Background: an optimization exercise with open tools, aiming at small area and a short achievable clock period. Do not read the settings as production practice. RTL that was checked went through simulation tests only; none was proved equivalent to the original. No activity file was given, so power comes from the tool's default toggle rates.

==> v20: inputs <==
## conv_top
module conv_top (
    input  wire        clk,
    input  wire        rst,
    input  wire        pixel_valid,
    input  wire [7:0]  pixel_in,
    input  wire [71:0] kernel_in,
    output wire signed [15:0] conv_out,
    output wire        conv_valid
);
    reg        pv_q;
    reg [7:0]  pin_q;
    reg [71:0] kq;
    always @(posedge clk) begin
        pv_q  <= pixel_valid;
        pin_q <= pixel_in;
        kq    <= kernel_in;
    end
    wire [71:0] window;
    wire        window_valid;
    line_buffer u_line_buffer (
        .clk(clk),
        .rst(rst),
        .pixel_valid(pv_q),
        .pixel_in(pin_q),
        .window_out(window),
        .window_valid(window_valid)
    );
    conv_core u_core (
        .clk(clk),
        .rst(rst),
        .window_valid(window_valid),
        .px(window),
        .wt(kq),
        .conv_out(conv_out),
        .conv_valid(conv_valid)
    );
endmodule
export LEC_CHECK = 0
export CAP_MARGIN = 20
export CORE_MARGIN = 2
export CORE_UTILIZATION = 40
export SLEW_MARGIN = 20
export SYNTH_HIERARCHICAL = 1
create_clock -name core_clock -period 11.0 [get_ports {clk}]
standard.sh (not shown) runs the stock make flow with config.mk's settings and CLKGATE_MAP_FILE= SYNTH_SCRIPT=/design/flow/synth_recipe.tcl, a recipe that flattens the netlist after the stock synthesis.
==> flow/flow/run.sh <==
#!/bin/bash
bash standard.sh BUFFER_PORTS_ARGS="-buffer_cell sky130_fd_sc_hd__buf_2" SETUP_SLACK_MARGIN=7.6 finish > standard.log 2>&1
==> inputs of v23, as changes to v20 <==
==> flow/flow/run.sh (replaced) <==
#!/bin/bash
bash standard.sh BUFFER_PORTS_ARGS="-buffer_cell sky130_fd_sc_hd__buf_2" finish > standard.log 2>&1
==> notes.md <==
- Against v23, the clock power of v20 is lower by about 7%.
- Between v20 and v23, the lower sequential share of layout area is in v20 (gap 1.2 points).
- Against v23, the worst hold slack of v20 is worse by 0.0082 ns.
- In v20 the final cell count is higher than in v23, by 5.1%.
- Register-to-register slack: v20 is better than v23 (0.37 ns).
- Sequential cell count is the same in v20 and v23.
- Of v23 and v20, v20 has the higher total power (gap 0.51%, measured against v20).
- Of v23 and v20, v20 has the higher wire length (gap 4.8%, measured against v20).
- Count of clock-buffer cells in the layout: v20 is lower than v23 (2).
No run of this note included a check of the RTL's function; only the layout flow was run.

========
==> inputs of trial 32 <==
Another version of the RTL of conv_top (not shown whole).
==> flow/config.mk <==
export PLATFORM = sky130hd
export DESIGN_NAME = conv_top
export DESIGN_NICKNAME = conv_top
export VERILOG_FILES = /design/flow/design.v
export SDC_FILE = /design/flow/constraint.sdc
export NUM_CORES = 4
export LEC_CHECK = 0
export CAP_MARGIN = 20
export CORE_MARGIN = 2
export CORE_UTILIZATION = 65
export CTS_CLUSTER_DIAMETER = 80
export CTS_CLUSTER_SIZE = 24
export PLACE_DENSITY = 0.72
export SLEW_MARGIN = 20
export SYNTH_HIERARCHICAL = 1
==> flow/constraint.sdc <==
create_clock -name core_clock -period 11.0 [get_ports {clk}]
set_input_delay 2.2000 -clock core_clock [delete_from_list [all_inputs] [get_ports {clk}]]
set_output_delay 2.2000 -clock core_clock [all_outputs]
set_load 0.01 [all_outputs]
==> flow/flow/run.sh <==
#!/bin/bash
bash standard.sh BUFFER_PORTS_ARGS="-buffer_cell sky130_fd_sc_hd__buf_2" SETUP_SLACK_MARGIN=7.75 finish > standard.log 2>&1
==> trial 79 (differences from trial 32) <==
==> flow/flow/run.sh (replaced) <==
#!/bin/bash
# The standard layout (standard.sh), with these changes:
#  - port buffers are plain buffers: buf_2 on the outputs, and buf_1 on the
#    inputs (swapped in after global placement by flow/small_inbuf.tcl);
#  - the timing repair steps aim for 7.75 ns of setup slack.
# Each tool's output goes to the ORFS logs; make's own output to standard.log.
bash standard.sh \
  BUFFER_PORTS_ARGS="-buffer_cell sky130_fd_sc_hd__buf_2" \
  POST_GLOBAL_PLACE_TCL="$PWD/flow/small_inbuf.tcl" \
  SETUP_SLACK_MARGIN=7.75 \
  finish > standard.log 2>&1
==> flow/flow/small_inbuf.tcl (new file) <==
# Input port buffers only drive a register or two: use buf_1 for them.
set db [ord::get_db]
set block [ord::get_db_block]
set m [$db findMaster sky130_fd_sc_hd__buf_1]
set n 0
foreach bt [$block getBTerms] {
  if {[$bt getIoType] ne "INPUT" || [$bt getName] eq "clk"} { continue }
  set net [$bt getNet]
  foreach it [$net getITerms] {
    set inst [$it getInst]
    if {[[$inst getMaster] getName] eq "sky130_fd_sc_hd__buf_2"} {
      $inst swapMaster $m
      incr n
    }
  }
}
puts "small_inbuf: $n input buffers set to buf_1"
==> build 8 (differences from trial 32) <==
--- a/flow/design.v
+++ b/flow/design.v
@@ -1145,100 +1145,29 @@
     reg r1102;
     reg r1103;
     reg r1104;
     reg r1105;
     reg r1106;
     reg r1107;
     wire [15:0] ra = {r1107, r1105, r1103, r1101, r1099, r1098, s1112, r1094, s1110, s1108, r1088, r1087, r1086, r1085, r1084, r1082};
     wire [15:0] rb = {1'b0, r1106, r1104, r1102, r1100, c1113, 1'b0, c1111, 1'b0, 1'b0, 1'b0, 1'b0, 1'b0, 1'b0, 1'b0, r1083};
-    reg [71:0] kq;
-    always @(posedge clk) kq <= kernel;
-    wire [107:0] ke;
-    assign ke[0] = kq[65];
-    assign ke[1] = kq[64];
-    assign ke[2] = kq[65] & ~kq[64];
-    assign ke[3] = kq[67];
-    booth_enc u_enc0_1 (.b2(kq[67]), .b1(kq[66]), .b0(kq[65]), .one(ke[4]), .two(ke[5]));
-    assign ke[6] = kq[69];
-    booth_enc u_enc0_2 (.b2(kq[69]), .b1(kq[68]), .b0(kq[67]), .one(ke[7]), .two(ke[8]));
-    assign ke[9] = kq[71];
-    booth_enc u_enc0_3 (.b2(kq[71]), .b1(kq[70]), .b0(kq[69]), .one(ke[10]), .two(ke[11]));
-    assign ke[12] = kq[57];
-    assign ke[13] = kq[56];
-    assign ke[14] = kq[57] & ~kq[56];
-    assign ke[15] = kq[59];
-    booth_enc u_enc1_1 (.b2(kq[59]), .b1(kq[58]), .b0(kq[57]), .one(ke[16]), .two(ke[17]));
-    assign ke[18] = kq[61];
-    booth_enc u_enc1_2 (.b2(kq[61]), .b1(kq[60]), .b0(kq[59]), .one(ke[19]), .two(ke[20]));
-    assign ke[21] = kq[63];
-    booth_enc u_enc1_3 (.b2(kq[63]), .b1(kq[62]), .b0(kq[61]), .one(ke[22]), .two(ke[23]));
-    assign ke[24] = kq[49];
-    assign ke[25] = kq[48];
-    assign ke[26] = kq[49] & ~kq[48];
-    assign ke[27] = kq[51];
-    booth_enc u_enc2_1 (.b2(kq[51]), .b1(kq[50]), .b0(kq[49]), .one(ke[28]), .two(ke[29]));
-    assign ke[30] = kq[53];
-    booth_enc u_enc2_2 (.b2(kq[53]), .b1(kq[52]), .b0(kq[51]), .one(ke[31]), .two(ke[32]));
-    assign ke[33] = kq[55];
-    booth_enc u_enc2_3 (.b2(kq[55]), .b1(kq[54]), .b0(kq[53]), .one(ke[34]), .two(ke[35]));
-    assign ke[36] = kq[41];
-    assign ke[37] = kq[40];
-    assign ke[38] = kq[41] & ~kq[40];
-    assign ke[39] = kq[43];
-    booth_enc u_enc3_1 (.b2(kq[43]), .b1(kq[42]), .b0(kq[41]), .one(ke[40]), .two(ke[41]));
-    assign ke[42] = kq[45];
-    booth_enc u_enc3_2 (.b2(kq[45]), .b1(kq[44]), .b0(kq[43]), .one(ke[43]), .two(ke[44]));
-    assign ke[45] = kq[47];
-    booth_enc u_enc3_3 (.b2(kq[47]), .b1(kq[46]), .b0(kq[45]), .one(ke[46]), .two(ke[47]));
-    assign ke[48] = kq[33];
-    assign ke[49] = kq[32];
-    assign ke[50] = kq[33] & ~kq[32];
-    assign ke[51] = kq[35];
-    booth_enc u_enc4_1 (.b2(kq[35]), .b1(kq[34]), .b0(kq[33]), .one(ke[52]), .two(ke[53]));
-    assign ke[54] = kq[37];
-    booth_enc u_enc4_2 (.b2(kq[37]), .b1(kq[36]), .b0(kq[35]), .one(ke[55]), .two(ke[56]));
-    assign ke[57] = kq[39];
-    booth_enc u_enc4_3 (.b2(kq[39]), .b1(kq[38]), .b0(kq[37]), .one(ke[58]), .two(ke[59]));
-    assign ke[60] = kq[25];
-    assign ke[61] = kq[24];
-    assign ke[62] = kq[25] & ~kq[24];
-    assign ke[63] = kq[27];
-    booth_enc u_enc5_1 (.b2(kq[27]), .b1(kq[26]), .b0(kq[25]), .one(ke[64]), .two(ke[65]));
-    assign ke[66] = kq[29];
-    booth_enc u_enc5_2 (.b2(kq[29]), .b1(kq[28]), .b0(kq[27]), .one(ke[67]), .two(ke[68]));
-    assign ke[69] = kq[31];
-    booth_enc u_enc5_3 (.b2(kq[31]), .b1(kq[30]), .b0(kq[29]), .one(ke[70]), .two(ke[71]));
-    assign ke[72] = kq[17];
-    assign ke[73] = kq[16];
-    assign ke[74] = kq[17] & ~kq[16];
-    assign ke[75] = kq[19];
-    booth_enc u_enc6_1 (.b2(kq[19]), .b1(kq[18]), .b0(kq[17]), .one(ke[76]), .two(ke[77]));
-    assign ke[78] = kq[21];
-    booth_enc u_enc6_2 (.b2(kq[21]), .b1(kq[20]), .b0(kq[19]), .one(ke[79]), .two(ke[80]));
-    assign ke[81] = kq[23];
-    booth_enc u_enc6_3 (.b2(kq[23]), .b1(kq[22]), .b0(kq[21]), .one(ke[82]), .two(ke[83]));
-    assign ke[84] = kq[9];
-    assign ke[85] = kq[8];
-    assign ke[86] = kq[9] & ~kq[8];
-    assign ke[87] = kq[11];
-    booth_enc u_enc7_1 (.b2(kq[11]), .b1(kq[10]), .b0(kq[9]), .one(ke[88]), .two(ke[89]));
-    assign ke[90] = kq[13];
-    booth_enc u_enc7_2 (.b2(kq[13]), .b1(kq[12]), .b0(kq[11]), .one(ke[91]), .two(ke[92]));
-    assign ke[93] = kq[15];
-    booth_enc u_enc7_3 (.b2(kq[15]), .b1(kq[14]), .b0(kq[13]), .one(ke[94]), .two(ke[95]));
-    assign ke[96] = kq[1];
-    assign ke[97] = kq[0];
-    assign ke[98] = kq[1] & ~kq[0];
-    assign ke[99] = kq[3];
-    booth_enc u_enc8_1 (.b2(kq[3]), .b1(kq[2]), .b0(kq[1]), .one(ke[100]), .two(ke[101]));
-    assign ke[102] = kq[5];
-    booth_enc u_enc8_2 (.b2(kq[5]), .b1(kq[4]), .b0(kq[3]), .one(ke[103]), .two(ke[104]));
-    assign ke[105] = kq[7];
-    booth_enc u_enc8_3 (.b2(kq[7]), .b1(kq[6]), .b0(kq[5]), .one(ke[106]), .two(ke[107]));
+    reg [107:0] ke;
+    integer i, k;
+    reg [8:0] wb;
+    always @(posedge clk) begin
+        for (i = 0; i < 9; i = i + 1) begin
+            wb = {kernel[71-8*i -: 8], 1'b0};
+            for (k = 0; k < 4; k = k + 1) begin
+                ke[(4*i+k)*3]   <= wb[2*k+2];
+                ke[(4*i+k)*3+1] <= wb[2*k+1] ^ wb[2*k];
+                ke[(4*i+k)*3+2] <= (wb[2*k+2] & ~wb[2*k+1] & ~wb[2*k]) | (~wb[2*k+2] & wb[2*k+1] & wb[2*k]);
+            end
+        end
+    end
     assign pp1 = ((ke[1] & px[64]) ^ ke[0]);
     assign pp2 = (((ke[1] & px[65]) | (ke[2] & px[64])) ^ ke[0]);
     assign pp3 = (((ke[1] & px[66]) | (ke[2] & px[65])) ^ ke[0]);
     assign pp4 = (((ke[1] & px[67]) | (ke[2] & px[66])) ^ ke[0]);
     assign pp5 = (((ke[1] & px[68]) | (ke[2] & px[67])) ^ ke[0]);
     assign pp6 = (((ke[1] & px[69]) | (ke[2] & px[68])) ^ ke[0]);
     assign pp7 = (((ke[1] & px[70]) | (ke[2] & px[69])) ^ ke[0]);
     assign pp8 = (((ke[1] & px[71]) | (ke[2] & px[70])) ^ ke[0]);
@@ -2017,34 +1946,31 @@
         r1101 <= c1053;
         r1102 <= s1062;
         r1103 <= s1070;
         r1104 <= c1063;
         r1105 <= c1071;
         r1106 <= s1076;
         r1107 <= x1081;
         conv_out <= ra + rb;
-        conv_valid <= vpipe[1];
     end
     always @(posedge clk or posedge rst) begin
         if (rst) begin
             vpipe <= 2'd0;
+            conv_valid <= 1'b0;
         end else begin
             vpipe <= {vpipe[0:0], window_valid};
+            conv_valid <= vpipe[1];
         end
     end
 endmodule
 module csa_fa(input wire a, input wire b, input wire c, output wire s, output wire co);
     assign s  = a ^ b ^ c;
     assign co = (a & b) | (a & c) | (b & c);
 endmodule
-module booth_enc(input wire b2, input wire b1, input wire b0, output wire one, output wire two);
-    assign one = b1 ^ b0;
-    assign two = (b2 ^ b1) & ~(b1 ^ b0);
-endmodule
 `timescale 1ns/1ps
 module conv_top (
     input  wire        clk,
     input  wire        rst,
     input  wire        pixel_valid,
     input  wire [7:0]  pixel_in,
     input  wire [71:0] kernel_in,
     output wire signed [15:0] conv_out,
==> comparison table <==
|  | trial 32 | trial 79 | build 8 |
|---|---|---|---|
| Area share of fa/ha/maj cells after synthesis | 0.293 | 0.293 | 0.287 |
| Worst slack on hold paths | 338 ps | 336 ps | 334 ps |
| Placed cell area | 23300 sq um | 23200 sq um | 23800 sq um |
| Transition at the pin with the smallest max-transition slack | 990 ps | 993 ps | 1030 ps |
| Run status | finished clean | finished clean | finished clean |
| Syn_nets | 2255 | 2255 | 2182 |
| Highest Signal Layer | met5 | met5 | met4 |
| Via-per-instance ratio | 6.21 | 6.19 | 6.18 |
| Combinational share of power | 0.577 | 0.576 | 0.555 |
| Initial DRC Count | 1488 | 1611 | 1451 |
| Signal buffers | 228 | 232 | 113 |
| TritonCTS Sinks | 369 | 369 | 405 |
| Power Total | 7.28 mW | 7.27 mW | 7.45 mW |
| Beginning of the critical path | u_core.kq[13] | u_core.kq[3] | u_core.conv_valid |
| Cell area power density | 275 nW/um^2 | 276 nW/um^2 | 301 nW/um^2 |
| Comb group | 4.20 mW | 4.19 mW | 4.14 mW |
| Power in the clock group | 0.939 mW | 0.948 mW | 0.989 mW |
| Share of Yosys cell area claimed by the top area cell type | 0.287 | 0.287 | 0.281 |
| Peak per-stage delay on the critical path | 480 ps | 550 ps | 360 ps |
| Mux share of post-synthesis cell area | 0.00661 | 0.00661 | 0.00214 |
| Worst reg-to-reg path cell count | 8 | 8 | 5 |
Only the layout flow was run in trial 32 and trial 79; the RTL was not checked for function there.

========
==> branch quartz <==
conv_top, a different RTL version from the one above (not shown whole).
Settings: LEC_CHECK=0, CAP_MARGIN=20, CORE_MARGIN=2, CORE_UTILIZATION=65, CTS_CLUSTER_DIAMETER=80, CTS_CLUSTER_SIZE=24, PLACE_DENSITY=0.72, SLEW_MARGIN=20, SYNTH_HIERARCHICAL=1; clock period 11.0 ns.
==> flow/flow/run.sh <==
#!/bin/bash
# The standard layout (standard.sh), with these changes:
#  - port buffers are plain buffers: buf_2 on the outputs, and buf_1 on the
#    inputs (swapped in after global placement by flow/small_inbuf.tcl);
#  - clock tree: sink clusters of up to 27 sinks within 90 um, no dummy loads;
#  - the timing repair steps aim for 7.75 ns of setup slack.
# Each tool's output goes to the ORFS logs; make's own output to standard.log.
bash standard.sh \
  BUFFER_PORTS_ARGS="-buffer_cell sky130_fd_sc_hd__buf_2" \
  POST_GLOBAL_PLACE_TCL="$PWD/flow/small_inbuf.tcl" \
  CTS_ARGS="-sink_clustering_enable -repair_clock_nets -sink_clustering_size 27 -sink_clustering_max_diameter 90 -dont_use_dummy_load" \
  SETUP_SLACK_MARGIN=7.75 \
  finish > standard.log 2>&1
==> flow/flow/small_inbuf.tcl <==
# Input port buffers only drive a register or two: use buf_1 for them.
set db [ord::get_db]
set block [ord::get_db_block]
set m [$db findMaster sky130_fd_sc_hd__buf_1]
set n 0
foreach bt [$block getBTerms] {
  if {[$bt getIoType] ne "INPUT" || [$bt getName] eq "clk"} { continue }
  set net [$bt getNet]
  foreach it [$net getITerms] {
    set inst [$it getInst]
    if {[[$inst getMaster] getName] eq "sky130_fd_sc_hd__buf_2"} {
      $inst swapMaster $m
      incr n
    }
  }
}
puts "small_inbuf: $n input buffers set to buf_1"
==> inputs of branch garnet, as changes to branch quartz <==
==> flow/flow/run.sh (replaced) <==
#!/bin/bash
# The standard layout (standard.sh), with these changes:
#  - port buffers are plain buffers: buf_2 on the outputs, and buf_1 on the
#    inputs (swapped in after global placement by flow/small_inbuf.tcl);
#  - clock tree: sink clusters of up to 27 sinks within 90 um, no dummy loads;
#  - the timing repair steps aim for 7.8 ns of setup slack.
# Each tool's output goes to the ORFS logs; make's own output to standard.log.
bash standard.sh \
  BUFFER_PORTS_ARGS="-buffer_cell sky130_fd_sc_hd__buf_2" \
  POST_GLOBAL_PLACE_TCL="$PWD/flow/small_inbuf.tcl" \
  CTS_ARGS="-sink_clustering_enable -repair_clock_nets -sink_clustering_size 27 -sink_clustering_max_diameter 90 -dont_use_dummy_load" \
  SETUP_SLACK_MARGIN=7.8 \
  finish > standard.log 2>&1
==> inputs of branch delta, as changes to branch quartz <==
==> flow/flow/run.sh (replaced) <==
#!/bin/bash
# The standard layout (standard.sh), with these changes:
#  - port buffers are plain buffers: buf_4 on the outputs, and buf_1 on the
#    inputs (swapped in after global placement by flow/small_inbuf.tcl);
#  - clock tree: sink clusters of up to 27 sinks within 90 um, no dummy loads;
#  - the timing repair steps aim for 7.8 ns of setup slack.
# Each tool's output goes to the ORFS logs; make's own output to standard.log.
bash standard.sh \
  BUFFER_PORTS_ARGS="-buffer_cell sky130_fd_sc_hd__buf_4" \
  POST_GLOBAL_PLACE_TCL="$PWD/flow/small_inbuf.tcl" \
  CTS_ARGS="-sink_clustering_enable -repair_clock_nets -sink_clustering_size 27 -sink_clustering_max_diameter 90 -dont_use_dummy_load" \
  SETUP_SLACK_MARGIN=7.8 \
  finish > standard.log 2>&1
--- a/flow/flow/small_inbuf.tcl
+++ b/flow/flow/small_inbuf.tcl
@@ -8,7 +8,7 @@
   set net [$bt getNet]
   foreach it [$net getITerms] {
     set inst [$it getInst]
-    if {[[$inst getMaster] getName] eq "sky130_fd_sc_hd__buf_2"} {
+    if {[[$inst getMaster] getName] eq "sky130_fd_sc_hd__buf_4"} {
       $inst swapMaster $m
       incr n
     }
==> results.ini <==
[status]
status = complete, no violations

[finish]
nonClockBufferCount = 146
nets = 2237

[timing]
fin_ws_ns = 7.758
slew_headroom_pct = 32.01

[pwr]
ir_drop_mv = 0.7712

[worst_setup_path]
r2r_cells = 9
cp.arrival_ns = 3.67
regToRegSetupSlack_ns = 7.76

[placement]
dp_slack_ns = 7.356

-- figures above: branch delta

==> results.ini <==
[finish]
multi_input_gates = 1256
nonClockBufferCount = 137

[logic_synthesis]
synthXorXnorAreaFrac_pct = 12.55

[clock_tree]
cts_max_level = 1

[worst_setup_path]
regToRegSetupSlack_ns = 7.81
critPathMaxFanout = 18
cp.arrival_ns = 3.62
r2r_cells = 9

[timing]
fin_ws_ns = 7.807
slew_headroom_pct = 35.41

[status]
status = complete, no violations

[hold_path]
whs_path_depth = 0

[routing]
drc_errors = 0

[floorplanning]
io_pins = 100

-- figures above: branch garnet

==> results.ini <==
[finish]
nonClockBufferCount = 100

[floorplanning]
io_pins = 100

[timing]
min_period_ns = 3.205
fin_ws_ns = 7.795

[worst_setup_path]
regToRegSetupSlack_ns = 7.79
r2r_cells = 10

[clock_tree]
cts_resized = 40

[pwr]
ir_drop_mv = 0.5215

[placement]
dp_slack_ns = 7.382

[status]
status = complete, no violations

-- figures above: branch quartz

separate check: timing with driven ports:
The flow's constraints put no driver on any port. The routed layouts listed below were extracted and timed again, unchanged, in two steps.
Step 1 (the two cells are an assumption about what drives the block):
set clk [get_ports {clk}]
set_driving_cell -lib_cell sky130_fd_sc_hd__clkbuf_16 $clk
set_driving_cell -lib_cell sky130_fd_sc_hd__buf_2 [delete_from_list [all_inputs] $clk]
Step 2, shift: input delay + t, output delay - t, t = (earliest + latest rising clock arrival at the registers) / 2. This alone moves slack from input paths to output paths.
a / b / c = ideal ports / drivers / drivers and shift; a / b = the first two.
run | t, ns | setup WS [ns] | latest minus earliest clock arrival (ns)
v20 | 0.623 | 7.651 / 7.651 / 7.651 | 0.017 / 0.017
v23 | 0.628 | 7.284 / 7.284 / 7.284 | 0.028 / 0.028
trial 32 | 0.615 | 7.757 / 7.736 / 7.757 | 0.038 / 0.037
trial 79 | 0.607 | 7.741 / 7.741 / 7.741 | 0.019 / 0.019
build 8 | 0.624 | 7.726 / 7.673 / 7.785 | 0.024 / 0.024
branch quartz | 0.581 | 7.795 / 7.754 / 7.795 | 0.049 / 0.048
branch garnet | 0.579 | 7.807 / 7.753 / 7.807 | 0.046 / 0.046
branch delta | 0.577 | 7.758 / 7.758 / 7.758 | 0.044 / 0.044
After both steps setup and hold are still met in every run listed.
